What follows belongs to an exercise in optimizing a design on an open flow for small area, a short achievable clock period and few clock cycles; a production flow would make more cautious choices. Only simulation tests tie the RTL to the original design; equivalence was not proved.

// JAM
module JAM (
input CLK,
input RST,
output reg [2:0] W,
output reg [2:0] J,
input [6:0] Cost,
output reg [3:0] MatchCount,
output reg [9:0] MinCost,
output reg Valid );
localparam P = 6;    
localparam K0 = 3'd3;    
localparam PASS1 = 3'd0, PASS2 = 3'd1, INIT = 3'd2, SEARCH = 3'd3, FIX = 3'd4, DONE = 3'd5;
reg [2:0] ph;
reg [6:0] v [0:7];      
reg signed [7:0] u [0:7];  
reg [2:0] arg [0:7];    
reg [2:0] arg2 [0:7];   
reg [7:0] big [0:7];    
reg signed [10:0] S0;   
reg signed [7:0] m;     
reg [2:0] am;           
reg signed [7:0] m2;    
reg [2:0] am2;          
reg [6:0] Vc;           
reg signed [11:0] R;    
reg signed [10:0] S [0:6];  
reg [2:0] a [0:6];      
reg [2:0] nxj [0:6];    
reg [6:0] hn;           
reg       bt_ok;        
reg [2:0] bt_d;         
integer k;
wire [2:0] d = W;
wire [2:0] j = J;
wire [2:0] dn = d + 3'd1;
wire [6:0] vj = Vc;
wire signed [7:0] tw = {1'b0, Cost} - {1'b0, vj};    
wire       c_lt_v = tw[7];
wire [6:0] vmin = c_lt_v ? Cost : vj;
wire [6:0] t = tw[6:0];
wire signed [7:0] tp = (ph == PASS1 && c_lt_v) ? 8'sd0 : tw;
wire       t_lt_m = (j == 3'd0) || (tp < m);
wire signed [7:0] mnew = t_lt_m ? tp : m;
wire [2:0] amnew = t_lt_m ? j : am;
wire       t_lt_m2 = (j == 3'd1) || (tp < m2);
wire signed [7:0] m2new = t_lt_m ? m : t_lt_m2 ? tp : m2;
wire [2:0] am2new = t_lt_m ? am : t_lt_m2 ? j : am2;
wire signed [11:0] ts = {{4{tw[7]}}, tw};
wire       prune = ts > R;
wire       better = ts < R;
wire       leaf = (d == 3'd7);
reg [7:0] used;          
wire [2:0] argd = arg[d];
reg signed [7:0] Un;    
  ...
export LEC_CHECK = 0
export ABC_AREA = 1
export CAP_MARGIN = 20
export CORE_MARGIN = 2
export CORE_UTILIZATION = 40
export CTS_BUF_LIST = sky130_fd_sc_hd__clkbuf_8
export SETUP_SLACK_MARGIN = 0.9
export SLEW_MARGIN = 20
create_clock -name core_clock -period 5.0 [get_ports {CLK}]
run.sh (not shown) runs the stock make flow with config.mk's settings and CLKGATE_MAP_FILE= SYNTH_SCRIPT=/design/flow/synth_recipe.tcl, a recipe that flattens the netlist after the stock synthesis.
The baseline completed with no timing, DRC or antenna violations.
Testbench counts at the start, summed over its fixed seeds: cycles 1,441.
Edit:
Settings changed: CORE_UTILIZATION 40 to 50, SETUP_SLACK_MARGIN 0.9 to 0.8.
=> The changed run went through all stages and came out clean. Fmax drops slightly. Via count increases by a few percent. Clock skew shrinks by 0.011 ns. Non-clock buffer count rises by 7.
Edit:
Settings changed: CORE_UTILIZATION 50 to 40.
Outcome: Wire length falls by 5.3%. Clock-buffer cell count falls by 1. Setup slack gets better by 0.020 ns. Flip-flop and latch count is unchanged. Worst hold slack gets better by 0.0042 ns. Final area falls by 0.35%.

---

Another version of the RTL of JAM (not shown whole).
Size in the first run: about 30 I/O pins, about 26000 sq um of cells after synthesis.
export LEC_CHECK = 0
export ABC_AREA = 1
export CAP_MARGIN = 20
export CORE_MARGIN = 2
export CORE_UTILIZATION = 40
export CTS_BUF_LIST = sky130_fd_sc_hd__clkbuf_4
export SETUP_SLACK_MARGIN = 0.8
export SLEW_MARGIN = 20
create_clock -name core_clock -period 5.0 [get_ports {CLK}]
The first run finished with timing, DRC and antenna clean.
Testbench counts at the start, summed over its fixed seeds: cycles 1,829.
==> next run, changes <==
CORE_UTILIZATION = 65   (was 40)
CTS_BUF_LIST = sky130_fd_sc_hd__clkbuf_8   (was sky130_fd_sc_hd__clkbuf_4)
Outcome: The changed run passed the timing, DRC and antenna checks. Wire length decreases by 2.9%. Final area fell by 1.7%. Global-route usage came out higher by 15 points. Count of clock-buffer cells in the layout is lower by 80. Fmax drops by 4.5%. Register-to-register slack degrades by 0.19 ns.
==> next run, changes <==
CORE_UTILIZATION = 40   (was 65)
After rerunning: Via count decreases by 4.4%. Register-to-register slack gets better by 0.17 ns. Hold slack gets worse by 0.042 ns.
==> next run, changes <==
CTS_BUF_LIST = not set   (was sky130_fd_sc_hd__clkbuf_8)
Utilization came out higher by 0.39 points.
Worst setup slack loses 0.044 ns.
Non-clock buffer count climbs by 3.
Count of clock-buffer cells in the layout shrinks by 20.
Critical path depth goes up by 11.
Sequential share of layout area shrinks by 0.36 points.
Die area stays the same.
Sequential cell count stays the same.
Routed wire length shrinks by 0.62%.

==> afterwards: timing with drivers on the ports <==
Ports are ideal in the flow. The routed layouts listed here were re-timed in OpenROAD.
Step 1 (the two cells are an assumption about what drives the block):
set clk [get_ports {CLK}]
set_driving_cell -lib_cell sky130_fd_sc_hd__clkbuf_16 $clk
set_driving_cell -lib_cell sky130_fd_sc_hd__buf_2 [delete_from_list [all_inputs] $clk]
Step 2 also shifts input and output timing later by t, the mid clock arrival at the registers, as if the neighbouring blocks saw the same clock.
Three values: no drivers, after step 1, after step 2; two values: the first two.
run | t (ns) | setup slack, ns | slew at the worst register clock pin (ns) | worst slew at a driven data input, ns
the first run of note 1 | 0.729 | 0.960 / 0.983 / 0.271 | 0.07 / 0.07 | 0.03
the second run of note 1 | 0.748 | 0.923 / 0.923 / 0.223 | 0.07 / 0.07 | 0.04
the third run of note 1 | 0.751 | 0.943 / 0.943 / 0.391 | 0.07 / 0.07 | 0.03
the first run of note 2 | 0.950 | 1.020 / 1.020 / 0.250 | 0.08 / 0.08 | 0.04
the second run of note 2 | 0.710 | 0.833 / 0.833 / 0.134 | 0.07 / 0.07 | 0.07
the third run of note 2 | 0.740 | 1.002 / 1.002 / 0.304 | 0.07 / 0.07 | 0.04
the fourth run of note 2 | 0.661 | 0.957 / 0.976 / 0.316 | 0.07 / 0.07 | 0.05
After both steps every run listed still meets setup and hold. For the first run of note 2, which loses most, drivers alone change the setup slack by 0.000 ns; drivers and shift together by -0.770 ns.
